This design comes from an exercise in tuning for small area on the open sky130 flow, not from production work. In this exercise RTL edits were held to simulation tests only and were not proved equivalent to the original.

===== design/flow/config.mk =====
export PLATFORM = sky130hd
export DESIGN_NAME = edgeDetection2
export DESIGN_NICKNAME = edgeDetection2
export VERILOG_FILES = /design/flow/design.v
export SDC_FILE = /design/flow/constraint.sdc
export NUM_CORES = 4
export LEC_CHECK = 0
export CAP_MARGIN = 20
export CORE_MARGIN = 2
export CORE_UTILIZATION = 40
export SLEW_MARGIN = 20
export SYNTH_HIERARCHICAL = 1

===== design/flow/constraint.sdc =====
create_clock -name core_clock -period 12.0 [get_ports {clk}]
set_input_delay 2.4000 -clock core_clock [delete_from_list [all_inputs] [get_ports {clk}]]
set_output_delay 2.4000 -clock core_clock [all_outputs]
set_load 0.01 [all_outputs]

===== design/flow/design.v =====
module fa_u(input a, input b, input c, output s, output co);
assign {co, s} = a + b + c;
endmodule
module ha_u(input a, input b, output s, output co);
assign {co, s} = a + b;
endmodule
module maj_u(input a, input b, input c, output co);
assign co = (a & b) | (a & c) | (b & c);
endmodule
module sel3_u(input a, input b, input c, input sa, input sb, input sc, output y);
assign y = (sa & a) | (sb & b) | (sc & c);
endmodule
module big_u(input a, input b, input c, output y);
assign y = ~((a ~^ b) & (b ~^ c));
endmodule
module or4_u(input a, input b, input c, input d, output y);
assign y = a | b | c | d;
endmodule
module or2_u(input a, input b, output y);
assign y = a | b;
endmodule
module sel3n_u(input a, input b, input c, input sa, input sb, input sc, output y);
assign y = ~((sa & a) | (sb & b) | (sc & c));
endmodule
module addr_calc(input [1:0] row, input [8:0] off, input [9:7] col, output [11:0] hi);
wire ad1, ad2; fa_u uad1 (.a(off[0]), .b(row[0]), .c(col[7]), .s(ad1), .co(ad2));
wire ad3, ad4; fa_u uad3 (.a(off[1]), .b(row[1]), .c(col[8]), .s(ad3), .co(ad4));
wire ad5, ad6; ha_u uad5 (.a(ad2), .b(ad3), .s(ad5), .co(ad6));
wire ad7, ad8; fa_u uad7 (.a(off[2]), .b(off[0]), .c(row[0]), .s(ad7), .co(ad8));
wire ad9, ad10; fa_u uad9 (.a(col[9]), .b(ad4), .c(ad7), .s(ad9), .co(ad10));
wire ad11, ad12; ha_u uad11 (.a(ad6), .b(ad9), .s(ad11), .co(ad12));
wire ad13, ad14; fa_u uad13 (.a(off[3]), .b(off[1]), .c(row[1]), .s(ad13), .co(ad14));
wire ad15, ad16; fa_u uad15 (.a(ad8), .b(ad13), .c(ad10), .s(ad15), .co(ad16));
wire ad17, ad18; ha_u uad17 (.a(ad12), .b(ad15), .s(ad17), .co(ad18));
wire ad19, ad20; fa_u uad19 (.a(off[4]), .b(off[2]), .c(ad14), .s(ad19), .co(ad20));
wire ad21, ad22; fa_u uad21 (.a(ad19), .b(ad16), .c(ad18), .s(ad21), .co(ad22));
wire ad23, ad24; fa_u uad23 (.a(off[5]), .b(off[3]), .c(ad20), .s(ad23), .co(ad24));
wire ad25, ad26; ha_u uad25 (.a(ad23), .b(ad22), .s(ad25), .co(ad26));
wire ad27, ad28; fa_u uad27 (.a(off[6]), .b(off[4]), .c(ad24), .s(ad27), .co(ad28));
wire ad29, ad30; ha_u uad29 (.a(ad27), .b(ad26), .s(ad29), .co(ad30));
wire ad31, ad32; fa_u uad31 (.a(off[7]), .b(off[5]), .c(ad28), .s(ad31), .co(ad32));
wire ad33, ad34; ha_u uad33 (.a(ad31), .b(ad30), .s(ad33), .co(ad34));
wire ad35, ad36; fa_u uad35 (.a(off[8]), .b(off[6]), .c(ad32), .s(ad35), .co(ad36));
wire ad37, ad38; ha_u uad37 (.a(ad35), .b(ad34), .s(ad37), .co(ad38));
wire ad39, ad40; fa_u uad39 (.a(off[7]), .b(ad36), .c(ad38), .s(ad39), .co(ad40));
wire ad41, ad42; ha_u uad41 (.a(off[8]), .b(ad40), .s(ad41), .co(ad42));
assign hi = {ad42, ad41, ad39, ad37, ad33, ad29, ad25, ad21, ad17, ad11, ad5, ad1};
endmodule
module grey_conv(input [23:0] inputData, output [7:0] g);
wire [7:0] R = inputData[23:16], G = inputData[15:8], B = inputData[7:0];
wire gc1, gc2; ha_u ugc1 (.a(R[0]), .b(B[0]), .s(gc1), .co(gc2));
wire gc3, gc4; fa_u ugc3 (.a(R[1]), .b(R[0]), .c(B[1]), .s(gc3), .co(gc4));
wire gc5, gc6; fa_u ugc5 (.a(G[0]), .b(gc2), .c(gc3), .s(gc5), .co(gc6));
wire gc7, gc8; fa_u ugc7 (.a(R[2]), .b(R[1]), .c(B[2]), .s(gc7), .co(gc8));
wire gc9, gc10; fa_u ugc9 (.a(G[1]), .b(gc4), .c(gc7), .s(gc9), .co(gc10));
wire gc11, gc12; ha_u ugc11 (.a(gc6), .b(gc9), .s(gc11), .co(gc12));
wire gc13, gc14; fa_u ugc13 (.a(R[3]), .b(R[2]), .c(B[3]), .s(gc13), .co(gc14));
wire gc15, gc16; fa_u ugc15 (.a(G[2]), .b(G[0]), .c(gc8), .s(gc15), .co(gc16));
wire gc17, gc18; fa_u ugc17 (.a(gc13), .b(gc10), .c(gc15), .s(gc17), .co(gc18));
wire gc19, gc20; ha_u ugc19 (.a(gc12), .b(gc17), .s(gc19), .co(gc20));
wire gc21, gc22; fa_u ugc21 (.a(R[4]), .b(R[3]), .c(B[4]), .s(gc21), .co(gc22));
wire gc23, gc24; fa_u ugc23 (.a(G[3]), .b(G[1]), .c(gc14), .s(gc23), .co(gc24));
wire gc25, gc26; fa_u ugc25 (.a(gc21), .b(gc16), .c(gc23), .s(gc25), .co(gc26));
wire gc27, gc28; fa_u ugc27 (.a(gc18), .b(gc25), .c(gc20), .s(gc27), .co(gc28));
wire gc29, gc30; fa_u ugc29 (.a(R[5]), .b(R[4]), .c(B[5]), .s(gc29), .co(gc30));
wire gc31, gc32; fa_u ugc31 (.a(G[4]), .b(G[2]), .c(gc22), .s(gc31), .co(gc32));
wire gc33, gc34; fa_u ugc33 (.a(gc29), .b(gc24), .c(gc31), .s(gc33), .co(gc34));
wire gc35, gc36; fa_u ugc35 (.a(gc26), .b(gc33), .c(gc28), .s(gc35), .co(gc36));
wire gc37, gc38; fa_u ugc37 (.a(R[6]), .b(R[5]), .c(B[6]), .s(gc37), .co(gc38));
wire gc39, gc40; fa_u ugc39 (.a(G[5]), .b(G[3]), .c(gc30), .s(gc39), .co(gc40));
wire gc41, gc42; fa_u ugc41 (.a(gc37), .b(gc32), .c(gc39), .s(gc41), .co(gc42));
wire gc43, gc44; fa_u ugc43 (.a(gc34), .b(gc41), .c(gc36), .s(gc43), .co(gc44));
wire gc45, gc46; fa_u ugc45 (.a(R[7]), .b(R[6]), .c(B[7]), .s(gc45), .co(gc46));
wire gc47, gc48; fa_u ugc47 (.a(G[6]), .b(G[4]), .c(gc38), .s(gc47), .co(gc48));
wire gc49, gc50; fa_u ugc49 (.a(gc45), .b(gc40), .c(gc47), .s(gc49), .co(gc50));
wire gc51, gc52; fa_u ugc51 (.a(gc42), .b(gc49), .c(gc44), .s(gc51), .co(gc52));
wire gc53, gc54; fa_u ugc53 (.a(R[7]), .b(G[7]), .c(G[5]), .s(gc53), .co(gc54));
wire gc55, gc56; fa_u ugc55 (.a(gc46), .b(gc53), .c(gc48), .s(gc55), .co(gc56));
wire gc57, gc58; fa_u ugc57 (.a(gc50), .b(gc55), .c(gc52), .s(gc57), .co(gc58));
wire gc59, gc60; fa_u ugc59 (.a(G[6]), .b(gc54), .c(gc56), .s(gc59), .co(gc60));
wire gc61, gc62; ha_u ugc61 (.a(gc59), .b(gc58), .s(gc61), .co(gc62));
wire gc63, gc64; fa_u ugc63 (.a(G[7]), .b(gc60), .c(gc62), .s(gc63), .co(gc64));
wire gc66 = G[0] & gc5;
wire gc68; maj_u ugc68 (.a(G[1]), .b(gc66), .c(gc11), .co(gc68));
wire gc69, gc70; fa_u ugc69 (.a(G[2]), .b(gc1), .c(gc19), .s(gc69), .co(gc70));
wire gc72 = gc68 & gc69;
wire gc73, gc74; fa_u ugc73 (.a(G[3]), .b(gc5), .c(gc70), .s(gc73), .co(gc74));
wire gc76; maj_u ugc76 (.a(gc27), .b(gc72), .c(gc73), .co(gc76));
wire gc77, gc78; fa_u ugc77 (.a(G[4]), .b(gc11), .c(gc74), .s(gc77), .co(gc78));
wire gc80; maj_u ugc80 (.a(gc35), .b(gc76), .c(gc77), .co(gc80));
wire gc81, gc82; fa_u ugc81 (.a(G[5]), .b(gc19), .c(gc78), .s(gc81), .co(gc82));
wire gc84; maj_u ugc84 (.a(gc43), .b(gc80), .c(gc81), .co(gc84));
wire gc85, gc86; fa_u ugc85 (.a(G[6]), .b(gc27), .c(gc82), .s(gc85), .co(gc86));
wire gc87, gc88; fa_u ugc87 (.a(gc51), .b(gc84), .c(gc85), .s(gc87), .co(gc88));
wire gc89, gc90; fa_u ugc89 (.a(G[7]), .b(gc35), .c(gc86), .s(gc89), .co(gc90));
wire gc91, gc92; fa_u ugc91 (.a(gc57), .b(gc88), .c(gc89), .s(gc91), .co(gc92));
wire gc93, gc94; fa_u ugc93 (.a(gc43), .b(gc61), .c(gc90), .s(gc93), .co(gc94));
wire gc95, gc96; ha_u ugc95 (.a(gc92), .b(gc93), .s(gc95), .co(gc96));
wire gc97, gc98; fa_u ugc97 (.a(gc51), .b(gc63), .c(gc94), .s(gc97), .co(gc98));
wire gc99, gc100; ha_u ugc99 (.a(gc96), .b(gc97), .s(gc99), .co(gc100));
wire gc101, gc102; fa_u ugc101 (.a(gc57), .b(gc64), .c(gc98), .s(gc101), .co(gc102));
wire gc103, gc104; ha_u ugc103 (.a(gc100), .b(gc101), .s(gc103), .co(gc104));
wire gc105, gc106; fa_u ugc105 (.a(gc61), .b(gc102), .c(gc104), .s(gc105), .co(gc106));
wire gc107, gc108; ha_u ugc107 (.a(gc63), .b(gc106), .s(gc107), .co(gc108));
wire gc109 = gc64 ^ gc108;
assign g = {gc109, gc107, gc105, gc103, gc99, gc95, gc91, gc87};
endmodule
module sobel_mag(input [7:0] m1,m2,m3,n4,m6,n7,n8,n9, output [7:0] outputData);
wire sc1 = ~(m3[0] ^ n7[0]);
wire sc2 = m3[0] | n7[0];
wire sc3, sc4; fa_u usc3 (.a(m3[1]), .b(n7[1]), .c(sc2), .s(sc3), .co(sc4));
wire sc5, sc6; fa_u usc5 (.a(m3[2]), .b(n7[2]), .c(sc4), .s(sc5), .co(sc6));
wire sc7, sc8; fa_u usc7 (.a(m3[3]), .b(n7[3]), .c(sc6), .s(sc7), .co(sc8));
wire sc9, sc10; fa_u usc9 (.a(m3[4]), .b(n7[4]), .c(sc8), .s(sc9), .co(sc10));
wire sc11, sc12; fa_u usc11 (.a(m3[5]), .b(n7[5]), .c(sc10), .s(sc11), .co(sc12));
wire sc13, sc14; fa_u usc13 (.a(m3[6]), .b(n7[6]), .c(sc12), .s(sc13), .co(sc14));
wire sc15, sc16; fa_u usc15 (.a(m3[7]), .b(n7[7]), .c(sc14), .s(sc15), .co(sc16));
wire sc17 = ~(m1[0] ^ n9[0]);
wire sc18 = m1[0] | n9[0];
wire sc19, sc20; fa_u usc19 (.a(m1[1]), .b(n9[1]), .c(sc18), .s(sc19), .co(sc20));
wire sc21, sc22; fa_u usc21 (.a(m1[2]), .b(n9[2]), .c(sc20), .s(sc21), .co(sc22));
wire sc23, sc24; fa_u usc23 (.a(m1[3]), .b(n9[3]), .c(sc22), .s(sc23), .co(sc24));
wire sc25, sc26; fa_u usc25 (.a(m1[4]), .b(n9[4]), .c(sc24), .s(sc25), .co(sc26));
wire sc27, sc28; fa_u usc27 (.a(m1[5]), .b(n9[5]), .c(sc26), .s(sc27), .co(sc28));
wire sc29, sc30; fa_u usc29 (.a(m1[6]), .b(n9[6]), .c(sc28), .s(sc29), .co(sc30));
wire sc31, sc32; fa_u usc31 (.a(m1[7]), .b(n9[7]), .c(sc30), .s(sc31), .co(sc32));
wire sc33 = ~(m6[0] ^ n4[0]);
wire sc34 = m6[0] | n4[0];
wire sc35, sc36; fa_u usc35 (.a(m6[1]), .b(n4[1]), .c(sc34), .s(sc35), .co(sc36));
wire sc37, sc38; fa_u usc37 (.a(m6[2]), .b(n4[2]), .c(sc36), .s(sc37), .co(sc38));
wire sc39, sc40; fa_u usc39 (.a(m6[3]), .b(n4[3]), .c(sc38), .s(sc39), .co(sc40));
wire sc41, sc42; fa_u usc41 (.a(m6[4]), .b(n4[4]), .c(sc40), .s(sc41), .co(sc42));
wire sc43, sc44; fa_u usc43 (.a(m6[5]), .b(n4[5]), .c(sc42), .s(sc43), .co(sc44));
wire sc45, sc46; fa_u usc45 (.a(m6[6]), .b(n4[6]), .c(sc44), .s(sc45), .co(sc46));
wire sc47, sc48; fa_u usc47 (.a(m6[7]), .b(n4[7]), .c(sc46), .s(sc47), .co(sc48));
wire sc49 = ~(m2[0] ^ n8[0]);
wire sc50 = m2[0] | n8[0];
wire sc51, sc52; fa_u usc51 (.a(m2[1]), .b(n8[1]), .c(sc50), .s(sc51), .co(sc52));
wire sc53, sc54; fa_u usc53 (.a(m2[2]), .b(n8[2]), .c(sc52), .s(sc53), .co(sc54));
wire sc55, sc56; fa_u usc55 (.a(m2[3]), .b(n8[3]), .c(sc54), .s(sc55), .co(sc56));
wire sc57, sc58; fa_u usc57 (.a(m2[4]), .b(n8[4]), .c(sc56), .s(sc57), .co(sc58));
wire sc59, sc60; fa_u usc59 (.a(m2[5]), .b(n8[5]), .c(sc58), .s(sc59), .co(sc60));
wire sc61, sc62; fa_u usc61 (.a(m2[6]), .b(n8[6]), .c(sc60), .s(sc61), .co(sc62));
wire sc63, sc64; fa_u usc63 (.a(m2[7]), .b(n8[7]), .c(sc62), .s(sc63), .co(sc64));
wire sc65 = ~(sc1 ^ ~sc17);
wire sc66 = sc1 | ~sc17;
wire sc67, sc68; fa_u usc67 (.a(sc33), .b(sc3), .c(~sc19), .s(sc67), .co(sc68));
wire sc69, sc70; ha_u usc69 (.a(sc66), .b(sc67), .s(sc69), .co(sc70));
wire sc71, sc72; fa_u usc71 (.a(sc35), .b(sc5), .c(~sc21), .s(sc71), .co(sc72));
wire sc73, sc74; fa_u usc73 (.a(sc68), .b(sc70), .c(sc71), .s(sc73), .co(sc74));
wire sc75, sc76; fa_u usc75 (.a(sc37), .b(sc7), .c(~sc23), .s(sc75), .co(sc76));
wire sc77, sc78; fa_u usc77 (.a(sc72), .b(sc74), .c(sc75), .s(sc77), .co(sc78));
wire sc79, sc80; fa_u usc79 (.a(sc39), .b(sc9), .c(~sc25), .s(sc79), .co(sc80));
wire sc81, sc82; fa_u usc81 (.a(sc76), .b(sc78), .c(sc79), .s(sc81), .co(sc82));
wire sc83, sc84; fa_u usc83 (.a(sc41), .b(sc11), .c(~sc27), .s(sc83), .co(sc84));
wire sc85, sc86; fa_u usc85 (.a(sc80), .b(sc82), .c(sc83), .s(sc85), .co(sc86));
wire sc87, sc88; fa_u usc87 (.a(sc43), .b(sc13), .c(~sc29), .s(sc87), .co(sc88));
wire sc89, sc90; fa_u usc89 (.a(sc84), .b(sc86), .c(sc87), .s(sc89), .co(sc90));
wire sc91, sc92; fa_u usc91 (.a(sc45), .b(sc15), .c(~sc31), .s(sc91), .co(sc92));
wire sc93, sc94; fa_u usc93 (.a(sc88), .b(sc90), .c(sc91), .s(sc93), .co(sc94));
wire sc95, sc96; fa_u usc95 (.a(sc47), .b(sc16), .c(~sc32), .s(sc95), .co(sc96));
wire sc97, sc98; fa_u usc97 (.a(sc92), .b(sc95), .c(sc94), .s(sc97), .co(sc98));
wire sc99, sc100; fa_u usc99 (.a(sc48), .b(sc96), .c(sc98), .s(sc99), .co(sc100));
wire sc101, sc102; ha_u usc101 (.a(sc1), .b(sc17), .s(sc101), .co(sc102));
wire sc103, sc104; fa_u usc103 (.a(sc49), .b(sc102), .c(sc3), .s(sc103), .co(sc104));
wire sc105, sc106; ha_u usc105 (.a(sc19), .b(sc103), .s(sc105), .co(sc106));
wire sc107, sc108; fa_u usc107 (.a(sc51), .b(sc5), .c(sc21), .s(sc107), .co(sc108));
wire sc109, sc110; fa_u usc109 (.a(sc104), .b(sc106), .c(sc107), .s(sc109), .co(sc110));
wire sc111, sc112; fa_u usc111 (.a(sc53), .b(sc7), .c(sc23), .s(sc111), .co(sc112));
wire sc113, sc114; fa_u usc113 (.a(sc108), .b(sc110), .c(sc111), .s(sc113), .co(sc114));
wire sc115, sc116; fa_u usc115 (.a(sc55), .b(sc9), .c(sc25), .s(sc115), .co(sc116));
wire sc117, sc118; fa_u usc117 (.a(sc112), .b(sc114), .c(sc115), .s(sc117), .co(sc118));
wire sc119, sc120; fa_u usc119 (.a(sc57), .b(sc11), .c(sc27), .s(sc119), .co(sc120));
wire sc121, sc122; fa_u usc121 (.a(sc116), .b(sc118), .c(sc119), .s(sc121), .co(sc122));
wire sc123, sc124; fa_u usc123 (.a(sc59), .b(sc13), .c(sc29), .s(sc123), .co(sc124));
wire sc125, sc126; fa_u usc125 (.a(sc120), .b(sc122), .c(sc123), .s(sc125), .co(sc126));
wire sc127, sc128; fa_u usc127 (.a(sc61), .b(sc15), .c(sc31), .s(sc127), .co(sc128));
wire sc129, sc130; fa_u usc129 (.a(sc124), .b(sc126), .c(sc127), .s(sc129), .co(sc130));
wire sc131, sc132; fa_u usc131 (.a(sc63), .b(sc16), .c(sc32), .s(sc131), .co(sc132));
wire sc133, sc134; fa_u usc133 (.a(sc128), .b(sc131), .c(sc130), .s(sc133), .co(sc134));
wire sc135, sc136; fa_u usc135 (.a(sc64), .b(sc132), .c(sc134), .s(sc135), .co(sc136));
wire sc137, sc138; fa_u usc137 (.a(ax0), .b(ay0), .c(~sc100), .s(sc137), .co(sc138));
wire sc139, sc140; ha_u usc139 (.a(~sc136), .b(sc137), .s(sc139), .co(sc140));
wire sc141, sc142; fa_u usc141 (.a(ax1), .b(ay1), .c(sc138), .s(sc141), .co(sc142));
wire sc143, sc144; ha_u usc143 (.a(sc140), .b(sc141), .s(sc143), .co(sc144));
wire sc145, sc146; fa_u usc145 (.a(ax2), .b(ay2), .c(sc142), .s(sc145), .co(sc146));
wire sc147, sc148; ha_u usc147 (.a(sc144), .b(sc145), .s(sc147), .co(sc148));
wire sc149, sc150; fa_u usc149 (.a(ax3), .b(ay3), .c(sc146), .s(sc149), .co(sc150));
wire sc151, sc152; ha_u usc151 (.a(sc148), .b(sc149), .s(sc151), .co(sc152));
wire sc153, sc154; fa_u usc153 (.a(ax4), .b(ay4), .c(sc150), .s(sc153), .co(sc154));
wire sc155, sc156; ha_u usc155 (.a(sc152), .b(sc153), .s(sc155), .co(sc156));
wire sc157, sc158; fa_u usc157 (.a(ax5), .b(ay5), .c(sc154), .s(sc157), .co(sc158));
wire sc159, sc160; ha_u usc159 (.a(sc156), .b(sc157), .s(sc159), .co(sc160));
wire sc161, sc162; fa_u usc161 (.a(ax6), .b(ay6), .c(sc158), .s(sc161), .co(sc162));
wire sc163, sc164; ha_u usc163 (.a(sc160), .b(sc161), .s(sc163), .co(sc164));
wire sc165, sc166; fa_u usc165 (.a(ax7), .b(ay7), .c(sc162), .s(sc165), .co(sc166));
wire sc167, sc168; ha_u usc167 (.a(sc164), .b(sc165), .s(sc167), .co(sc168));
wire sc169, sc170; ha_u usc169 (.a(sc166), .b(sc168), .s(sc169), .co(sc170));
wire ax0 = sc65 ^ ~sc100;
wire ay0 = sc101 ^ ~sc136;
wire ax1 = sc69 ^ ~sc100;
wire ay1 = sc105 ^ ~sc136;
wire ax2 = sc73 ^ ~sc100;
wire ay2 = sc109 ^ ~sc136;
wire ax3 = sc77 ^ ~sc100;
wire ay3 = sc113 ^ ~sc136;
wire ax4 = sc81 ^ ~sc100;
wire ay4 = sc117 ^ ~sc136;
wire ax5 = sc85 ^ ~sc100;
wire ay5 = sc121 ^ ~sc136;
wire ax6 = sc89 ^ ~sc100;
wire ay6 = sc125 ^ ~sc136;
wire ax7 = sc93 ^ ~sc100;
wire ay7 = sc129 ^ ~sc136;
wire bigx, bigy;
big_u ubigx (.a(~sc100), .b(sc99), .c(sc97), .y(bigx));
big_u ubigy (.a(~sc136), .b(sc135), .c(sc133), .y(bigy));
wire sat; or4_u usat (.a(bigx), .b(bigy), .c(sc170), .d(sc169), .y(sat));
wire [7:0] sum = {sc167, sc163, sc159, sc155, sc151, sc147, sc143, sc139};
genvar i;
generate for (i = 0; i < 8; i = i + 1) begin : satBit
    or2_u u (.a(sum[i]), .b(sat), .y(outputData[i]));
end endgenerate
endmodule
module edgeDetection2(
    input  logic        clk,
    input  logic        n_rst,
    input  logic        startSignal,
    input  logic [23:0] inputData,
    input  logic        rwError,
    input  logic        readDone,
    input  logic        writeDone,
    output logic [31:0] readAddress,
    output logic [7:0]  outputData,
    output logic        readEnable,
    output logic        writeEnable,
    output logic        outputError
);
localparam [2:0] IDLE = 3'd0, GEN = 3'd1, WAITD = 3'd2, STORE = 3'd3,
                 ERR = 3'd4, WRITE = 3'd5;
reg [2:0] state;
wire exec  = (state == GEN);
wire sWait = (state == WAITD);
wire store = (state == STORE);
wire grab  = (state == WAITD) & readDone & ~rwError;
reg  [3:0] cnt;      
reg        np3;      
wire [9:0] cntIs;
assign cntIs[0] = ~cnt[3] & ~cnt[2] & ~cnt[1] & ~cnt[0];
assign cntIs[1] = ~cnt[3] & ~cnt[2] & ~cnt[1] &  cnt[0];
assign cntIs[2] = ~cnt[2] &  cnt[1] & ~cnt[0];
assign cntIs[3] = ~cnt[2] &  cnt[1] &  cnt[0];
assign cntIs[4] =  cnt[2] & ~cnt[1] & ~cnt[0];
assign cntIs[5] =  cnt[2] & ~cnt[1] &  cnt[0];
assign cntIs[6] =  cnt[2] &  cnt[1] & ~cnt[0];
assign cntIs[7] =  cnt[2] &  cnt[1] &  cnt[0];
assign cntIs[8] =  cnt[3] & ~cnt[0];
assign cntIs[9] =  cnt[3] &  cnt[0];
wire       cntTop = np3 ? cntIs[3] : cntIs[9];
always_ff @(posedge clk, negedge n_rst)
    if (!n_rst) state <= IDLE;
    else case (state)
        IDLE:    if (startSignal) state <= GEN;
        GEN:     state <= WAITD;
        WAITD:   if (rwError) state <= ERR; else if (readDone) state <= STORE;
        STORE:   state <= cntTop ? WRITE : GEN;
        WRITE:   if (writeDone) state <= GEN;
        default: state <= state;
    endcase
assign readEnable  = (state == WAITD);
assign writeEnable = (state == WRITE);
assign outputError = (state == ERR);
reg [1:0] row;       
reg [9:0] col;       
reg [8:0] off;       
wire rowWrap = row[1] & row[0];
wire colWrap = col[9] & col[7];
wire offWrap = &{off[8:6], off[4:1]};
reg  np3Pre;
wire colWrapD2 = np3 & ~np3Pre;
wire [9:0] colInc; wire [10:0] colC;
wire [8:0] offInc; wire [9:0] offC;
assign colC[0] = rowWrap;
assign offC[0] = colWrap;
genvar gi;
generate
    for (gi = 0; gi < 10; gi = gi + 1) begin : colIncBit
        ha_u u (.a(col[gi]), .b(colC[gi]), .s(colInc[gi]), .co(colC[gi+1]));
    end
    for (gi = 0; gi < 9; gi = gi + 1) begin : offIncBit
        ha_u u (.a(off[gi]), .b(offC[gi]), .s(offInc[gi]), .co(offC[gi+1]));
    end
endgenerate
always_ff @(posedge clk, negedge n_rst)
    if (!n_rst) begin
        row <= '0; col <= '0; off <= '0;
        np3Pre <= 1'b0; np3 <= 1'b0;
    end else begin
        if (rowWrap) row <= '0; else if (exec) row <= {row[1] ^ row[0], ~row[0]};
        col <= colInc & ~({10{colWrap}} & 10'd640);
        off <= offInc & ~({9{offWrap & ~(exec | sWait)}} & 9'd478);
        np3Pre <= (|col[9:2]) | (col[1] & col[0]);
        np3 <= np3Pre;
    end
wire rowZ  = ~(row[1] | row[0]);
wire colZ  = ~(|col);
wire back  = rowZ & colZ;             
wire [6:0] colLoDec; wire [7:0] colBw;
assign colBw[0] = rowZ;
generate
    for (gi = 0; gi < 7; gi = gi + 1) begin : colDecBit
        assign colLoDec[gi] = col[gi] ^ colBw[gi];
        assign colBw[gi+1]  = ~col[gi] & colBw[gi];
    end
endgenerate
wire [2:0] colHi = back ? 3'd4 : (col[9:7] - {2'd0, colBw[7]});
wire [1:0] k = rowZ ? (back ? 2'd1 : 2'd2) : (row - 2'd1);
wire [11:0] addrHi;
addr_calc addrCalc (.row(k), .off(off), .col(colHi), .hi(addrHi));
assign readAddress = {8'd0, addrHi, colLoDec, 5'd0};
always_ff @(posedge clk, negedge n_rst)
    if (!n_rst) cnt <= '0;
    else if (colWrapD2) cnt <= '0;
    else if (grab) begin
        if (np3 ? (cnt[3] | cnt[2] | (cnt[1] & cnt[0])) : cntIs[9]) cnt <= 4'd1;
        else cnt <= cnt + 4'd1;
    end
wire [7:0] grey;
grey_conv greyConv (.inputData(inputData), .g(grey));
reg [7:0] pixel;
always_ff @(posedge clk) pixel <= grey;
reg [7:0] m1, m2, m3, n4, m5, m6, n7, n8, n9;
wire [7:0] npixel = ~pixel;
wire shift3 = np3 & store & cntIs[1];
wire [9:0] ld;       
assign ld[0] = 1'b0;
generate
    for (gi = 1; gi < 10; gi = gi + 1) begin : ldDec
        assign ld[gi] = ~np3 & (gi == 9 ? (cntIs[9] | cntIs[0]) : cntIs[gi]);
    end
endgenerate
wire [7:0] m1d, m2d, n4d, m5d, n7d, n8d;
wire h1 = ~(ld[1] | shift3), h2 = ~(ld[4] | shift3), h4 = ~(ld[2] | shift3),
     h5 = ~(ld[5] | shift3), h7 = ~(ld[3] | shift3), h8 = ~(ld[6] | shift3);
generate
    for (gi = 0; gi < 8; gi = gi + 1) begin : winSel
        sel3_u s1 (.a(m1[gi]), .b(m2[gi]),  .c(pixel[gi]),  .sa(h1), .sb(shift3), .sc(ld[1]), .y(m1d[gi]));
        sel3_u s2 (.a(m2[gi]), .b(m3[gi]),  .c(pixel[gi]),  .sa(h2), .sb(shift3), .sc(ld[4]), .y(m2d[gi]));
        sel3n_u s4 (.a(~n4[gi]), .b(m5[gi]), .c(pixel[gi]), .sa(h4), .sb(shift3), .sc(ld[2]), .y(n4d[gi]));
        sel3_u s5 (.a(m5[gi]), .b(m6[gi]),  .c(pixel[gi]),  .sa(h5), .sb(shift3), .sc(ld[5]), .y(m5d[gi]));
        sel3_u s7 (.a(n7[gi]), .b(n8[gi]),  .c(npixel[gi]), .sa(h7), .sb(shift3), .sc(ld[3]), .y(n7d[gi]));
        sel3_u s8 (.a(n8[gi]), .b(n9[gi]),  .c(npixel[gi]), .sa(h8), .sb(shift3), .sc(ld[6]), .y(n8d[gi]));
    end
endgenerate
always_ff @(posedge clk) begin
    m1 <= m1d; m2 <= m2d; n4 <= n4d; m5 <= m5d; n7 <= n7d; n8 <= n8d;
    if (ld[7] | shift3) m3 <= pixel;
    if (ld[8] | (np3 & store & cntIs[2])) m6 <= pixel;
    if (ld[9] | (np3 & store & cntIs[3])) n9 <= npixel;
end
wire [7:0] mag;
sobel_mag sobelMag (.m1(m1), .m2(m2), .m3(m3), .n4(n4), .m6(m6), .n7(n7),
                    .n8(n8), .n9(npixel), .outputData(mag));
reg [7:0] outR;
always_ff @(posedge clk) outR <= mag;
assign outputData = outR;
endmodule

===== design/flow/flow/run.sh =====
#!/bin/bash
# The standard layout (standard.sh) with two changes:
#  - the port buffers are the smallest buffer cell (sky130_fd_sc_hd__buf_1);
#  - clock tree synthesis inserts no dummy loads and builds the tree from
#    sky130_fd_sc_hd__clkbuf_4.
# All of standard.sh's output goes to standard.log; each ORFS step keeps its
# own log under orfs/logs/.
set -e
export BUFFER_PORTS_ARGS="-buffer_cell sky130_fd_sc_hd__buf_1"
export CTS_ARGS="-sink_clustering_enable -repair_clock_nets -dont_use_dummy_load -buf_list sky130_fd_sc_hd__clkbuf_4 -sink_clustering_size 10 -sink_clustering_max_diameter 40"
bash standard.sh > standard.log 2>&1

===== design/flow/standard.sh =====
#!/bin/bash
# synth_recipe.tcl (not shown) runs the flow's synth.tcl, then flattens the netlist and writes it again
# the make line also repeats each setting of config.mk as NAME=value (left out here)
make -C /OpenROAD-flow-scripts/flow DESIGN_CONFIG=/design/flow/config.mk WORK_HOME=/design/flow/orfs CLKGATE_MAP_FILE= SYNTH_SCRIPT=/design/flow/synth_recipe.tcl "${@:-finish}"

==> results of run 1 <==
==> layer usage <==
metal,routed length (um),global-route usage [%]
met5,0,0
met2,7480,25.2
met1,6520,18.3
met3,551,3.00
met4,101,4.37
==> modules after synthesis (local to each module, per instance), a selection <==
module	flops+latches	cell area, um2
grey_conv	0	81.3
big_u	0	20.0
sel3_u	0	13.8
ha_u	0	12.5
maj_u	0	11.3
sel3n_u	0	10.0
or4_u	0	7.51
==> kinds of logic after synthesis <==
group           synth area share (%)
xor+xnor                        2.25
other cells                   0.0462
compound gates                  8.16
simple gates                    6.92
flops                           33.9
buf+inv                         8.52
fa+ha+maj                       40.2
==> layout make-up <==
cell class | instances | area share, %
Multi-Input combinational cell | 387 | 55.1
Sequential cell | 118 | 32.0
Inverter | 104 | 4.53
Tap cell | 270 | 3.92
Timing Repair Buffer | 64 | 3.01
Clock buffer | 17 | 1.48
Antenna cell | 1 | 0.0291
==> through the flow <==
| step | area (um2) | std cells |
|---|---|---|
| 2_1_floorplan | 8170 | 651 |
| 3_3_place_gp | 8480 | 943 |
| 3_5_place_dp | 8480 | 943 |
| 4_1_cts | 8610 | 960 |
| 5_1_grt | 8610 | 961 |
| 6_report | 8610 | 961 |
==> how the worst max path moves through the flow <==
stage | end | slack, ns | cells past startpoint | from
detailed placement | outR[6] | 1.28 | 29 | pixel[0]
floorplan | outR[0] | 1.91 | 30 | pixel[0]
global placement | outR[7] | 1.43 | 29 | pixel[0]
finish | outR[6] | 1.31 | 29 | pixel[0]
CTS | outR[6] | 1.28 | 29 | pixel[0]
global route | outR[7] | 0.82 | 29 | pixel[0]
==> layout by cell type, fill, tap and decap left out, drive strengths merged, types with 2 or more instances in the layout <==
master  instances
nor2           17
or2             8
clkbuf         17
or4             2
nor4b           3
o311ai          2
buf            64
o22a            2
nor3            6
xnor2          17
o31ai           2
a21oi           3
maj3            4
fa            121
dfrtp          30
inv           103
edfxtp         24
nand2           8
xor2            3
a222oi         48
o211ai          2
and2            4
nor3b           4
nor4            3
conb           13
nand4           5
nand2b          4
nand3           2
nor2b          17
o21ai           7
ha             64
dfxtp          64
and3            3
==> sequential cells by signal, summed over array words and instances (netlist names) <==
| name | cells |
|---|---|
| np3Pre | 1 |
| state | 3 |
| n7 | 8 |
| n9 | 8 |
| n8 | 8 |
| n4 | 8 |
| pixel | 8 |
| m5 | 8 |
| m6 | 8 |
| m1 | 8 |
| outR | 8 |
| cnt | 4 |
| np3 | 1 |
| m3 | 8 |
| m2 | 8 |
| col | 10 |
| row | 2 |
| off | 9 |
==> summary.txt, run 1 <==
Place
  • Routability cong.: 0.892
  • Post-place setup slack: 1.28 ns
  • DP HPWL: 12,100 um
  • Port Buffers: 59

Logic synthesis
  • Syn_area_per_cell: 12.7 um2
  • Ys async rst share: 25.4%
  • Largest area contributor in the synthesized netlist: fa_1
  • Number of enable flip-flop cells after synthesis: 24
  • Count leader, synth: fa_1
  • Synth top area cells: fa_1 30%, dfxtp_1 16%, ha_1 9.9%
  • Post-synthesis cell type count: 54
  • Post-Syn Area: 8120 um2
  • Syn Inst Count: 639
  • Seq/Total Area, Yosys: 33.9%
  • Dominant synthesized flop cell: dfxtp_1
  • Post-synth top cells: 121 x fa_1, 103 x inv_1, 64 x dfxtp_1, 64 x ha_1, 48 x a222oi_1
  • Ys Warns: 7
  • Share of the synthesized area in the top cell type: 29.8%
  • Post-synthesis sequential element count: 118

Route
  • First drt pass iteration count: 6
  • DRT Wirelength: 14,600 um
  • Vias: 4,804
  • Vias per cell: 5.00
  • # DRC: 0
  • Routed length per instance: 15.2 um
  • Antenna-violating nets left: 0
  • Initial DRC count: 338

Clock tree
  • Hold Buf Count CTS: 0
  • CTS tree: done
  • Clock buffer depth: 2
  • Post-CTS setup buffers: 0
  • Clk slew on worst S/H paths: 0.09 ns
  • Clk Latency, worst-skew pair: 0.54 ns
  • Total clock buffers created by CTS: 17
  • Post-cts sizing count: 0
  • Clk root buf: clkbuf_4
  • H-tree depth: 4
  • CTS sink cnt: 118

Global routing
  • Largest net degree at the start of global routing: 52
  • Total gr overflow: 0
  • Vias in the first global route: 5,252
  • Antenna violations before repair: 1
  • First-pass GRT wire length: 24,900 um
  • Overall Global Routing Usage: 14.5%

Setup path
  • Crit path required time: 12.41 ns
  • Critical path buffer and inverter count: 4
  • Cell family with most CP delay: adder cells
  • CP most frequent cell: fa_1
  • Reg2Reg Setup Slack: 1.31 ns
  • Reg2reg end: outR[6]
  • FF-to-FF Start: pixel[0]
  • CP arrival: 11.10 ns
  • Crit Path Class: register to register
  • Crit. End Element: register
  • Slowest cell on crit path: fa_1
  • Largest stage delay, worst path: 0.60 ns
  • CP Launch Type: register
  • CP max FO: 9
  • R2R cell count: 29

Timing
  • Final min period: 10.69 ns
  • Final Hold Vio Count: 0
  • Slew Limit Fails: 0
  • Final setup violation count: 0
  • Fin Setup TNS: 0 ns
  • RSZ-0062 raised after global routing: no
  • Slew @ Worst Pin: 0.931 ns
  • Relative slew slack: 37.5%
  • Fmax: 93.6 MHz
  • Final Worst Setup Slack: 1.31 ns
  • WHS: 0.428 ns
  • Crit share post-route: 89.0%
  • Skew final: 0.0431 ns

Cells and area
  • Layout cells sized above 1: 4.93%
  • Fillers: 1,863
  • P&R area growth vs syn: 5.98%
  • Fin util: 42.8%
  • Area of the multi-input gates: 4740 um2
  • FF/Latch Area: 2750 um2
  • Nets: 907

Outcome
  • Outcome: finished clean

Worst hold path
  • Min-delay worst type: register to register
  • Worst hold endpoint: n4[1]
  • Hold Path Cell Cnt: 1
  • Hold path startpoint: m5[1]

Floorplanning
  • Area of the core: 20,100 um2
  • Initial Utilization: 40.4%
  • DIE AREA: 21,500 um2
  • DIE HEIGHT: 147 um
  • Chip width: 147 um
  • Num rows: 52
  • Io pins: 73

Flow run
  • MaxCap Viol Count: 0
==> run 2: changes to the inputs <==
--- a/design/flow/flow/run.sh
+++ b/design/flow/flow/run.sh
@@ -7,5 +7,5 @@
 # own log under orfs/logs/.
 set -e
 export BUFFER_PORTS_ARGS="-buffer_cell sky130_fd_sc_hd__buf_1"
-export CTS_ARGS="-sink_clustering_enable -repair_clock_nets -dont_use_dummy_load -buf_list sky130_fd_sc_hd__clkbuf_4 -sink_clustering_size 10 -sink_clustering_max_diameter 40"
+export CTS_ARGS="-sink_clustering_enable -repair_clock_nets -dont_use_dummy_load -buf_list sky130_fd_sc_hd__clkbuf_4 -sink_clustering_size 20 -sink_clustering_max_diameter 120"
 bash standard.sh > standard.log 2>&1
--- a/design/flow/config.mk
+++ b/design/flow/config.mk
@@ -7,6 +7,6 @@
 export LEC_CHECK = 0
 export CAP_MARGIN = 20
 export CORE_MARGIN = 2
-export CORE_UTILIZATION = 40
+export CORE_UTILIZATION = 60
 export SLEW_MARGIN = 20
 export SYNTH_HIERARCHICAL = 1
==> run 2 against run 1 <==
  * Utilization up 21 points
  * Via count is 1.1% higher
  * Cell count shrank 10%
  * Area after synthesis unchanged
  * Clock skew increased by 0.0012 ns
  * Non-clock buffer count is 1 lower
  * Sequential share of layout area rose by 0.49 points
  * Critical endpoint unchanged
==> summary.txt, run 2 <==
Outcome
  • Outcome: finished clean

Timing
  • Final setup violation count: 0
  • Relative slew slack: 31.1%
  • Slew Limit Fails: 0
  • Slew @ Worst Pin: 1.02 ns
  • RSZ-0062 raised after global routing: no
  • Final Hold Vio Count: 0
  • Final min period: 10.65 ns
  • Skew final: 0.0443 ns
  • Crit share post-route: 88.7%
  • Fmax: 93.9 MHz
  • Fin Setup TNS: 0 ns

Route
  • DRT Wirelength: 15,500 um
  • Vias: 4,855
  • First drt pass iteration count: 8
  • Antenna-violating nets left: 0
  • Routed length per instance: 17.9 um
  • Initial DRC count: 503
  • Vias per cell: 5.61
  • # DRC: 0

Setup path
  • CP arrival: 11.05 ns
  • Crit. End Element: register
  • Crit Path Class: register to register
  • CP Launch Type: register
  • Largest stage delay, worst path: 0.60 ns
  • Crit path required time: 12.40 ns
  • Slowest cell on crit path: fa_1
  • R2R cell count: 29
  • CP max FO: 9
  • CP most frequent cell: fa_1

Cells and area
  • Top reg by flops: col
  • Fillers: 1,088
  • Final Non-Filler Cells: 865
  • P&R area growth vs syn: 4.39%
  • # diodes: 0
  • Layout cells sized above 1: 4.79%
  • Commonest non-fill, non-tap cells in the layout: 121 x fa_1, 103 x inv_1, 64 x ha_1, 64 x dfxtp_1, 59 x buf_1
  • Most common cell after layout, fill and taps aside: fa_1
  • Nets: 906
  • Post-route cell area: 8480 um2
  • Largest regs: col: 10 flops, off: 9 flops
  • Max reg flops: 10

Place
  • Routability cong.: 0.839
  • Port Buffers: 59
  • Dpl cells: 848
  • DP HPWL: 12,500 um
  • DP Area: 8350 um2

Clock tree
  • Clk Latency, worst-skew pair: 0.53 ns
  • Clk root buf: clkbuf_4
  • Post-CTS setup buffers: 0
  • H-tree depth: 4
  • Post-cts sizing count: 0
  • Clk slew on worst S/H paths: 0.09 ns
  • Hold Buf Count CTS: 0
  • Total clock buffers created by CTS: 17
  • CTS tree: done
  • Clock buffer depth: 2
  • CTS sink cnt: 118

Logic synthesis
  • Syn_area_per_cell: 12.7 um2
  • Largest area contributor in the synthesized netlist: fa_1
  • Synth top area cells: fa_1 30%, dfxtp_1 16%, ha_1 9.9%
  • Post-synth top cells: 121 x fa_1, 103 x inv_1, 64 x dfxtp_1, 64 x ha_1, 48 x a222oi_1
  • Post-Syn Area: 8120 um2
  • Compound-Gate Fraction of Synth Area: 8.16%
  • Ys Warns: 7
  • Adder-cell share of the synthesized area: 40.2%
  • Syn Inst Count: 639
  • Post-Synth Simple-Gate Area: 6.92%
  • Post-synthesis cell type count: 54
  • Synth Area in XOR/XNOR: 2.25%
  • Dominant synthesized flop cell: dfxtp_1
  • Count leader, synth: fa_1
  • Seq/Total Area, Yosys: 33.9%
  • Largest family of logic cells by synthesized area: adder cells
  • Share of the synthesized area in the top cell type: 29.8%
  • Post-synthesis mux area share: 0%
  • Post-synthesis sequential element count: 118
  • Ys async rst share: 25.4%
  • Number of enable flip-flop cells after synthesis: 24

Floorplanning
  • DIE HEIGHT: 120 um
  • Chip width: 120 um
  • DIE AREA: 14,500 um2
  • Area of the core: 13,200 um2
  • Initial Utilization: 61.3%
  • Io pins: 73
  • Num rows: 42

Worst hold path
  • Hold Path Cell Cnt: 0
  • Min-delay worst type: register to register

Global routing
  • Total gr overflow: 0
  • First-pass GRT wire length: 26,000 um
  • GRT met1 Usage: 28.1%
  • Antenna violations before repair: 0
  • Vias in the first global route: 5,277
  • M3 GR Usage: 4.62%
  • Overall Global Routing Usage: 23.7%
  • Largest net degree at the start of global routing: 52
  • Met2 Use GR: 43.0%
  • Most Crowded Layer GR: met2

Flow run
  • MaxCap Viol Count: 0
-- run 2: cell count changes in the layout (fill, tap and decap cells not counted), sizes merged --
cell | previous run | this run
buf | 64 | 63
diode | 1 | 0
-- run 2: final timing paths --
path / startpoint / endpoint / slack [ns]
worst min register to register: np3Pre / np3 / 0.42
min in group asynchronous: n_rst / cnt[0] / 1.86
worst min-delay path: np3Pre / np3 / 0.42
worst max-delay path: pixel[0] / outR[6] / 1.35
max in group asynchronous: n_rst / col[1] / 9.80
worst max register to register: pixel[0] / outR[6] / 1.35
-- run 2: final cells by class --
cell class	instances	area [um2]	area share [%]
inverter	104	390	4.60
multi-input combinational	387	4740	55.9
tap	176	220	2.60
timing repair buffer	63	251	2.97
sequential	118	2750	32.5
clock buffer	17	128	1.50
-- run 2: layer usage --
metal  part of all wire [%]  vias to the layer above  wire, um
li1                       -                     2253         -
met1                     40                     2446      6130
met2                     54                      133      8380
met3                    4.5                       23       699
met4                    1.9                        0       299
met5                      0                        -         0
-- run 2: Yosys stat by module (local to each module, per instance), a selection --
module	flip-flops and latches	copies in the design	area [um2]	cells inside
sel3n_u	0	8	10.0	1
big_u	0	2	20.0	3
or2_u	0	8	6.26	1
maj_u	0	4	11.3	1
or4_u	0	1	7.51	1
sobel_mag	0	1	334	50
-- run 2: cells by family after synthesis --
| family | after synthesis |
|---|---|
| AO/OA/AOI/OAI | 74 |
| XOR/XNOR | 20 |
| adder cells (fa/ha/maj) | 189 |
| buffers and inverters | 146 |
| flip-flops | 118 |
| other | 1 |
| AND/OR/NAND/NOR | 91 |
-- run 2: stage by stage --
stage                     hold WS, ns  setup slack, ns  utilization [%]
after floorplan                 0.366             1.91                -
after global placement          0.420             1.48             63.0
after detailed placement        0.427             1.28             63.1
after CTS                       0.437             1.30             64.0
after global routing            0.444            0.853             64.0
final                           0.422             1.35             64.0
-- run 2: worst max-delay path: cells and delay by family, from the launching register on --
family / cells / cell delay (ns)
XOR/XNOR: 1 / 0.26
adder cells (fa/ha/maj): 22 / 8.71
AND/OR/NAND/NOR: 2 / 0.85
flip-flops: 1 / 0.44
buffers and inverters: 4 / 0.30
==> run 3: changes to the inputs <==
--- a/design/flow/config.mk
+++ b/design/flow/config.mk
@@ -7,6 +7,6 @@
 export LEC_CHECK = 0
 export CAP_MARGIN = 20
 export CORE_MARGIN = 2
-export CORE_UTILIZATION = 60
+export CORE_UTILIZATION = 80
 export SLEW_MARGIN = 20
 export SYNTH_HIERARCHICAL = 1
==> run 3 against run 2 <==
  * Critical path type unchanged
  * Global-route usage is 11 points higher
  * Clock-buffer cell count stayed put
  * Still clean
  * Critical endpoint is now outR[0]
  * Register-to-register slack worse by 0.19 ns
  * Cell count is 5.0% lower
  * Worst hold slack hardly changed
==> summary.txt, run 3 <==
Outcome
  • Outcome: finished clean

Clock tree
  • CTS sink cnt: 118
  • Post-CTS setup buffers: 0
  • Post-cts sizing count: 0
  • Hold Buf Count CTS: 0
  • Total clock buffers created by CTS: 17
  • Clock buffer depth: 2
  • Clk Latency, worst-skew pair: 0.53 ns
  • Clk root buf: clkbuf_4
  • CTS tree: done
  • Clk slew on worst S/H paths: 0.09 ns
  • H-tree depth: 4

Cells and area
  • Commonest non-fill, non-tap cells in the layout: 121 x fa_1, 103 x inv_1, 64 x ha_1, 64 x dfxtp_1, 59 x buf_1
  • Fin util: 85.9%
  • P&R area growth vs syn: 3.79%
  • Post-route cell area: 8430 um2
  • # diodes: 0
  • Largest regs: col: 10 flops, off: 9 flops
  • Fillers: 484
  • Max reg flops: 10
  • Nets: 906
  • Layout cells sized above 1: 4.93%
  • Top reg by flops: col
  • Most common cell after layout, fill and taps aside: fa_1

Route
  • Antenna-violating nets left: 0
  • Initial DRC count: 590
  • Vias: 5,206
  • Vias per cell: 6.33
  • Routed length per instance: 21.4 um
  • First drt pass iteration count: 7
  • # DRC: 0
  • DRT Wirelength: 17,600 um

Worst hold path
  • Hold path startpoint: np3Pre
  • Hold Path Cell Cnt: 0
  • Min-delay worst type: register to register
  • Worst hold endpoint: np3

Timing
  • Fmax: 92.3 MHz
  • Skew final: 0.0362 ns
  • Relative slew slack: 26.9%
  • Slew Limit Fails: 0
  • RSZ-0062 raised after global routing: no
  • Final Hold Vio Count: 0
  • Final setup violation count: 0
  • Final min period: 10.84 ns
  • WHS: 0.422 ns
  • Crit share post-route: 90.3%
  • Slew @ Worst Pin: 1.10 ns
  • Fin Setup TNS: 0 ns

Logic synthesis
  • Synth top area cells: fa_1 30%, dfxtp_1 16%, ha_1 9.9%
  • Post-Syn Area: 8120 um2
  • Ys async rst share: 25.4%
  • Seq/Total Area, Yosys: 33.9%
  • Post-synthesis cell type count: 54
  • Syn Inst Count: 639
  • Number of enable flip-flop cells after synthesis: 24
  • Share of the synthesized area in the top cell type: 29.8%
  • Ys Warns: 7
  • Count leader, synth: fa_1
  • Post-synth top cells: 121 x fa_1, 103 x inv_1, 64 x dfxtp_1, 64 x ha_1, 48 x a222oi_1
  • Post-synthesis sequential element count: 118
  • Syn_area_per_cell: 12.7 um2
  • Dominant synthesized flop cell: dfxtp_1
  • Largest area contributor in the synthesized netlist: fa_1

Setup path
  • Reg2Reg Setup Slack: 1.16 ns
  • R2R cell count: 29
  • CP most frequent cell: fa_1
  • Crit path required time: 12.40 ns
  • Crit. End Element: register
  • CP Launch Type: register
  • Crit Path Class: register to register
  • CP max FO: 9
  • FF-to-FF Start: pixel[0]
  • Slowest cell on crit path: fa_1
  • CP arrival: 11.23 ns
  • Largest stage delay, worst path: 0.62 ns
  • Reg2reg end: outR[0]

Global routing
  • Total gr overflow: 0
  • Met2 Use GR: 60.9%
  • First-pass GRT wire length: 28,600 um
  • Largest net degree at the start of global routing: 52
  • Antenna violations before repair: 0
  • Overall Global Routing Usage: 34.9%
  • GRT met1 Usage: 39.2%
  • M3 GR Usage: 7.61%
  • Vias in the first global route: 5,762
  • Most Crowded Layer GR: met2

Floorplanning
  • Area of the core: 9820 um2
  • Num rows: 36
  • DIE AREA: 11,000 um2
  • DIE HEIGHT: 105 um
  • Initial Utilization: 82.7%
  • Chip width: 105 um
  • Io pins: 73

Place
  • Port Buffers: 59
  • DP Area: 8300 um2
  • Routability cong.: 0.935
  • DP HPWL: 13,700 um

Flow run
  • MaxCap Viol Count: 0
run 3: kinds of logic (layout without fill, tap and decap cells):
kind of cell               after synthesis  count (layout)  share of synthesized area, %
DFF                                    118             118                          33.9
and+or+nand+nor                         91              91                          6.92
buffers and inverters                  146             184                          8.52
AOI/OAI and AO/OA                       74              74                          8.16
other                                    1              13                        0.0462
adders and majority gates              189             189                          40.2
xor gates and xnor gates                20              20                          2.25
run 3: through the flow:
stage	cells	setup WS [ns]
2_1_floorplan	651	1.91
3_3_place_gp	805	1.58
3_5_place_dp	805	1.29
4_1_cts	822	1.24
5_1_grt	822	0.815
6_report	822	1.16
run 3: Yosys stat by module, one instance, submodules excluded, a selection:
module | cells inside | cell area (um2) | times used
addr_calc | 12 | 90.1 | 1
edgeDetection2 | 291 | 3830 | 1
fa_u | 1 | 20.0 | 121
grey_conv | 11 | 81.3 | 1
ha_u | 1 | 12.5 | 47
or2_u | 1 | 6.26 | 8
sel3_u | 2 | 13.8 | 40
sel3n_u | 1 | 10.0 | 8
run 3: worst max-delay path, delay by kind of cell (launching register included):
kind                       cells  cell delay [ns]
DFF                            1             0.45
adders and majority gates     22             8.84
and+or+nand+nor                2             0.83
xor gates and xnor gates       1             0.27
buffers and inverters          4             0.34
run 3: cell type report:
type / count / area, um2 / share of cell area [%]
Inverter: 104 / 390 / 4.63
Sequential cell: 118 / 2750 / 32.6
Tap cell: 133 / 166 / 1.97
Multi-Input combinational cell: 387 / 4740 / 56.3
Timing Repair Buffer: 63 / 251 / 2.98
Clock buffer: 17 / 128 / 1.51
run 3: how the worst max path moves through the flow:
stage | from | endpoint
2_1_floorplan | pixel[0] | outR[0]
3_3_place_gp | pixel[0] | outR[4]
3_5_place_dp | pixel[0] | outR[0]
4_1_cts | pixel[0] | outR[0]
5_1_grt | pixel[0] | outR[6]
6_report | pixel[0] | outR[0]
run 3: metal layers:
| layer | vias up | part of all wire [%] |
|---|---|---|
| met5 | - | 0 |
| met4 | 0 | 5.9 |
| met3 | 73 | 6.3 |
| met1 | 2615 | 34 |
| li1 | 2254 | - |
| met2 | 264 | 53 |
==> run 4: changes to the inputs <==
--- a/design/flow/config.mk
+++ b/design/flow/config.mk
@@ -7,6 +7,6 @@
 export LEC_CHECK = 0
 export CAP_MARGIN = 20
 export CORE_MARGIN = 2
-export CORE_UTILIZATION = 80
+export CORE_UTILIZATION = 40
 export SLEW_MARGIN = 20
 export SYNTH_HIERARCHICAL = 1
==> run 4 against run 3 <==
  * Via count down 7.7%
  * Area after synthesis unchanged
  * Die area up 96%
  * Still clean on timing, DRC and antenna
  * Wire length down 17%
  * Synthesized cell count unchanged
  * Critical endpoint is now outR[6]
  * Cell area up 2.1%
  * Clock skew up 0.0068 ns
  * Worst hold slack better by 0.0058 ns
==> summary.txt, run 4 <==
Cells and area
  • Post-route cell area: 8610 um2
  • Fin util: 42.8%
  • Fillers: 1,863
  • Top reg by flops: col
  • Largest regs: col: 10 flops, off: 9 flops
  • Final Non-Filler Cells: 961
  • Max reg flops: 10
  • Commonest non-fill, non-tap cells in the layout: 121 x fa_1, 103 x inv_1, 64 x ha_1, 64 x dfxtp_1, 59 x buf_1
  • Most common cell after layout, fill and taps aside: fa_1
  • Nets: 907
  • Layout cells sized above 1: 4.93%
  • P&R area growth vs syn: 5.98%

Worst hold path
  • Min-delay worst type: register to register
  • Hold Path Cell Cnt: 1

Timing
  • Final setup violation count: 0
  • Final Worst Setup Slack: 1.31 ns
  • Slew Limit Fails: 0
  • Fmax: 93.6 MHz
  • WHS: 0.428 ns
  • Skew final: 0.0431 ns
  • RSZ-0062 raised after global routing: no
  • Relative slew slack: 37.5%
  • Final Hold Vio Count: 0
  • Fin Setup TNS: 0 ns
  • Slew @ Worst Pin: 0.931 ns
  • Final min period: 10.69 ns
  • Crit share post-route: 89.0%

Logic synthesis
  • Count leader, synth: fa_1
  • Dominant synthesized flop cell: dfxtp_1
  • Syn Inst Count: 639
  • Number of enable flip-flop cells after synthesis: 24
  • Ys async rst share: 25.4%
  • Seq/Total Area, Yosys: 33.9%
  • Share of the synthesized area in the top cell type: 29.8%
  • Largest area contributor in the synthesized netlist: fa_1
  • Post-Syn Area: 8120 um2
  • Post-synth top cells: 121 x fa_1, 103 x inv_1, 64 x dfxtp_1, 64 x ha_1, 48 x a222oi_1
  • Post-synthesis cell type count: 54
  • Post-synthesis sequential element count: 118
  • Syn_area_per_cell: 12.7 um2
  • Ys Warns: 7
  • Synth top area cells: fa_1 30%, dfxtp_1 16%, ha_1 9.9%

Setup path
  • Crit. End Element: register
  • Largest stage delay, worst path: 0.60 ns
  • CP Launch Type: register
  • CP arrival: 11.10 ns
  • CP max FO: 9
  • Crit Path Class: register to register
  • Slowest cell on crit path: fa_1
  • CP most frequent cell: fa_1
  • R2R cell count: 29
  • Crit path required time: 12.41 ns

Floorplanning
  • DIE HEIGHT: 147 um
  • Io pins: 73
  • Num rows: 52
  • Chip width: 147 um
  • DIE AREA: 21,500 um2
  • Area of the core: 20,100 um2
  • Initial Utilization: 40.4%

Place
  • Routability cong.: 0.892
  • Post-place setup slack: 1.28 ns
  • Port Buffers: 59
  • Dpl cells: 943
  • DP HPWL: 12,100 um
  • DP Area: 8480 um2

Global routing
  • Vias in the first global route: 5,252
  • Total gr overflow: 0
  • Antenna violations before repair: 1
  • Overall Global Routing Usage: 14.5%
  • Largest net degree at the start of global routing: 52
  • First-pass GRT wire length: 24,900 um

Clock tree
  • Clock buffer depth: 2
  • CTS sink cnt: 118
  • Post-cts sizing count: 0
  • Clk slew on worst S/H paths: 0.09 ns
  • Post-CTS setup buffers: 0
  • H-tree depth: 4
  • Clk root buf: clkbuf_4
  • Hold Buf Count CTS: 0
  • Clk Latency, worst-skew pair: 0.54 ns
  • CTS tree: done
  • Total clock buffers created by CTS: 17

Flow run
  • MaxCap Viol Count: 0

Route
  • # DRC: 0
  • Vias per cell: 5.00
  • DRT Wirelength: 14,600 um
  • Antenna-violating nets left: 0
  • Vias: 4,804
  • Initial DRC count: 338
  • Routed length per instance: 15.2 um
  • First drt pass iteration count: 6

Outcome
  • Outcome: finished clean
[run 4: final cells by class]
cell class	count	area, um2	share of cell area, %
clock buffer	17	128	1.48
sequential	118	2750	32.0
antenna	1	2.50	0.0291
multi-input combinational	387	4740	55.1
tap	270	338	3.92
inverter	104	390	4.53
timing repair buffer	64	259	3.01
[run 4: worst paths after layout]
kind	slack, ns	startpoint	to
min in group asynchronous	1.83	n_rst	col[7]
setup / recovery	1.31	pixel[0]	outR[6]
max in group asynchronous	9.81	n_rst	off[8]
hold reg to reg	0.43	m5[1]	n4[1]
setup reg to reg	1.31	pixel[0]	outR[6]
hold / removal	0.43	m5[1]	n4[1]
[run 4: modules after synthesis (local to each module, per instance), excerpt]
module,flops+latches,area [um2]
sel3n_u,0,10.0
or2_u,0,6.26
sobel_mag,0,334
grey_conv,0,81.3
maj_u,0,11.3
addr_calc,0,90.1
ha_u,0,12.5
or4_u,0,7.51
fa_u,0,20.0
big_u,0,20.0
edgeDetection2,118,3830
[run 4: metal layers]
| metal | vias up | track usage (%) | part of all wire (%) |
|---|---|---|---|
| li1 | 2247 | - | - |
| met1 | 2445 | 18.3 | 44 |
| met2 | 102 | 25.2 | 51 |
| met3 | 10 | 3.00 | 3.8 |
| met4 | 0 | 4.37 | 0.69 |
| met5 | - | 0 | 0 |
[run 4: kinds of logic (layout without fill, tap and decap cells)]
| group | count (synthesis) | in the layout | share of synthesized area (%) |
|---|---|---|---|
| xor+xnor | 20 | 20 | 2.25 |
| simple gates | 91 | 91 | 6.92 |
| fa+ha+maj | 189 | 189 | 40.2 |
| compound gates | 74 | 74 | 8.16 |
| buf+inv | 146 | 185 | 8.52 |
| other cells | 1 | 14 | 0.0462 |
| flops | 118 | 118 | 33.9 |
[run 4: critical path: cells and delay by family, from the launching register on]
family | cells | cell delay (ns)
xor+xnor | 1 | 0.26
fa+ha+maj | 22 | 8.70
buf+inv | 4 | 0.33
flops | 1 | 0.46
simple gates | 2 | 0.84
==> run 5: changes to the inputs <==
--- a/design/flow/config.mk
+++ b/design/flow/config.mk
@@ -7,6 +7,6 @@
 export LEC_CHECK = 0
 export CAP_MARGIN = 20
 export CORE_MARGIN = 2
-export CORE_UTILIZATION = 40
+export CORE_UTILIZATION = 70
 export SLEW_MARGIN = 20
 export SYNTH_HIERARCHICAL = 1
==> run 5 against run 4 <==
  * Register-to-register slack worse by 0.09 ns
  * Critical path depth stayed put
  * Via count is 2.1% higher
  * Utilization is 31 points higher
  * Wire length is 2.7% higher
  * Cell count is 13% lower
  * Critical path type unchanged
  * Critical endpoint is now outR[7]
  * Highest routed layer unchanged
==> summary.txt, run 5 <==
Cells and area
  • # diodes: 0
  • Top reg by flops: col
  • Max reg flops: 10
  • Commonest non-fill, non-tap cells in the layout: 121 x fa_1, 103 x inv_1, 64 x ha_1, 64 x dfxtp_1, 59 x buf_1
  • Final Non-Filler Cells: 833
  • Largest regs: col: 10 flops, off: 9 flops
  • P&R area growth vs syn: 3.88%
  • Layout cells sized above 1: 4.78%
  • Most common cell after layout, fill and taps aside: fa_1
  • Nets: 907

Outcome
  • Outcome: finished clean

Setup path
  • Crit. End Element: register
  • Slowest cell on crit path: fa_1
  • CP Launch Type: register
  • Critical path buffer and inverter count: 4
  • Crit Path Class: register to register
  • CP arrival: 11.17 ns
  • Largest stage delay, worst path: 0.61 ns
  • CP most frequent cell: fa_1
  • Crit path required time: 12.40 ns
  • CP max FO: 9
  • Cell family with most CP delay: adder cells

Logic synthesis
  • Post-Syn Area: 8120 um2
  • Post-synthesis sequential element count: 118
  • Largest family of logic cells by synthesized area: adder cells
  • Syn_area_per_cell: 12.7 um2
  • Largest area contributor in the synthesized netlist: fa_1
  • Synth top area cells: fa_1 30%, dfxtp_1 16%, ha_1 9.9%
  • Post-synth top cells: 121 x fa_1, 103 x inv_1, 64 x dfxtp_1, 64 x ha_1, 48 x a222oi_1
  • Post-synthesis mux area share: 0%
  • Synth Area in XOR/XNOR: 2.25%
  • Dominant synthesized flop cell: dfxtp_1
  • Post-Synth Simple-Gate Area: 6.92%
  • Adder-cell share of the synthesized area: 40.2%
  • Compound-Gate Fraction of Synth Area: 8.16%
  • Post-synthesis cell type count: 54
  • Number of enable flip-flop cells after synthesis: 24
  • Ys Warns: 7
  • Share of the synthesized area in the top cell type: 29.8%
  • Syn Inst Count: 639
  • Seq/Total Area, Yosys: 33.9%
  • Count leader, synth: fa_1
  • Ys async rst share: 25.4%

Clock tree
  • Clk Latency, worst-skew pair: 0.52 ns
  • CTS tree: done
  • Clk slew on worst S/H paths: 0.11 ns
  • Post-CTS setup buffers: 0
  • Clock buffer depth: 2
  • Clk root buf: clkbuf_4
  • H-tree depth: 4
  • CTS sink cnt: 118
  • Hold Buf Count CTS: 0
  • Post-cts sizing count: 0
  • Total clock buffers created by CTS: 17

Route
  • Initial DRC count: 606
  • Antenna-violating nets left: 0
  • First drt pass iteration count: 6
  • Vias: 4,906
  • Vias per cell: 5.89
  • DRT Wirelength: 15,000 um
  • # DRC: 0
  • Routed length per instance: 18.1 um

Global routing
  • Total gr overflow: 0
  • First-pass GRT wire length: 25,300 um
  • Vias in the first global route: 5,335
  • Overall Global Routing Usage: 26.3%
  • Antenna violations before repair: 0
  • Largest net degree at the start of global routing: 52

Timing
  • Final min period: 10.77 ns
  • Fmax: 92.8 MHz
  • Relative slew slack: 32.3%
  • Slew Limit Fails: 0
  • WHS: 0.421 ns
  • Slew @ Worst Pin: 1.01 ns
  • RSZ-0062 raised after global routing: no
  • Crit share post-route: 89.8%
  • Final Hold Vio Count: 0
  • Fin Setup TNS: 0 ns
  • Skew final: 0.0358 ns
  • Final setup violation count: 0

Floorplanning
  • Area of the core: 11,400 um2
  • DIE AREA: 12,500 um2
  • Io pins: 73
  • Chip width: 112 um
  • Initial Utilization: 71.5%
  • DIE HEIGHT: 112 um
  • Num rows: 39

Worst hold path
  • Min-delay worst type: register to register

Place
  • Port Buffers: 59
  • Routability cong.: 0.839
  • Dpl cells: 816
  • DP HPWL: 12,200 um

Flow run
  • MaxCap Viol Count: 0
## run 5: cell counts after synthesis
No cell type changed its count.
## run 5: stage by stage
stage	area (um2)	util, %	setup WS (ns)
finish	8440	74.2	1.23
global route	8440	74.2	0.797
CTS	8440	74.2	1.20
detailed placement	8310	73.1	1.23
global placement	8310	73.1	1.52
floorplan	8170	-	1.91
## run 5: Yosys stat by module, one instance, submodules excluded
module	flip-flops and latches	area [um2]	copies in the design
ha_u	0	12.5	47
grey_conv	0	81.3	1
sel3_u	0	13.8	40
or2_u	0	6.26	8
fa_u	0	20.0	121
sobel_mag	0	334	1
edgeDetection2	118	3830	1
or4_u	0	7.51	1
sel3n_u	0	10.0	8
big_u	0	20.0	2
addr_calc	0	90.1	1
maj_u	0	11.3	4
## run 5: logic make-up after synthesis
kind of cell             count (synthesis)
other                                    1
adder cells (fa/ha/maj)                189
XOR/XNOR                                20
AND/OR/NAND/NOR                         91
flip-flops                             118
buffers and inverters                  146
AO/OA/AOI/OAI                           74
## run 5: routing by layer
layer,global-route usage (%),routed length (um)
met1,31.4,5730
met2,47.2,8180
met3,5.72,838
met4,9.55,291
met5,0,0
## run 5: area by class of cell
cell class	count	area (um2)
repair buffers	64	256
clock buffers	17	128
well taps	143	179
inverters	104	390
flip-flops and latches	118	2750
fillers	805	2930
multi-input cells	387	4730
## run 5: path summary, 6_finish.rpt
kind	start	endpoint	slack, ns	cells past startpoint
worst max register to register	pixel[0]	outR[7]	1.23	29
worst min register to register	np3Pre	np3	0.42	0
max in group asynchronous	n_rst	row[0]	9.81	2
worst max-delay path	pixel[0]	outR[7]	1.23	29
worst min-delay path	np3Pre	np3	0.42	0
min in group asynchronous	n_rst	cnt[2]	1.88	2

-- static timing again, ports no longer ideal --
Ports are ideal in the flow. The routed layouts listed here were re-timed in OpenROAD. Step 1 (the two cells are an assumption about what drives the block):
set clk [get_ports {clk}]
set_driving_cell -lib_cell sky130_fd_sc_hd__clkbuf_16 $clk
set_driving_cell -lib_cell sky130_fd_sc_hd__buf_2 [delete_from_list [all_inputs] $clk]
Step 2 also shifts input and output timing later by t, the mid clock arrival at the registers, as if the neighbouring blocks saw the same clock. Three values: ideal ports, drivers, drivers and shift; two values: the first two.
run | t, ns | setup WS [ns] | hold slack, ns
run 1 | 0.554 | 1.315 / 1.315 / 1.315 | 0.428 / 0.428 / 0.428
run 2 | 0.539 | 1.352 / 1.352 / 1.352 | 0.422 / 0.422 / 0.422
run 3 | 0.543 | 1.162 / 1.162 / 1.162 | 0.422 / 0.422 / 0.422
run 4 | 0.554 | 1.315 / 1.315 / 1.315 | 0.428 / 0.428 / 0.428
run 5 | 0.536 | 1.225 / 1.225 / 1.225 | 0.421 / 0.421 / 0.421
After both steps every run listed still meets setup and hold.
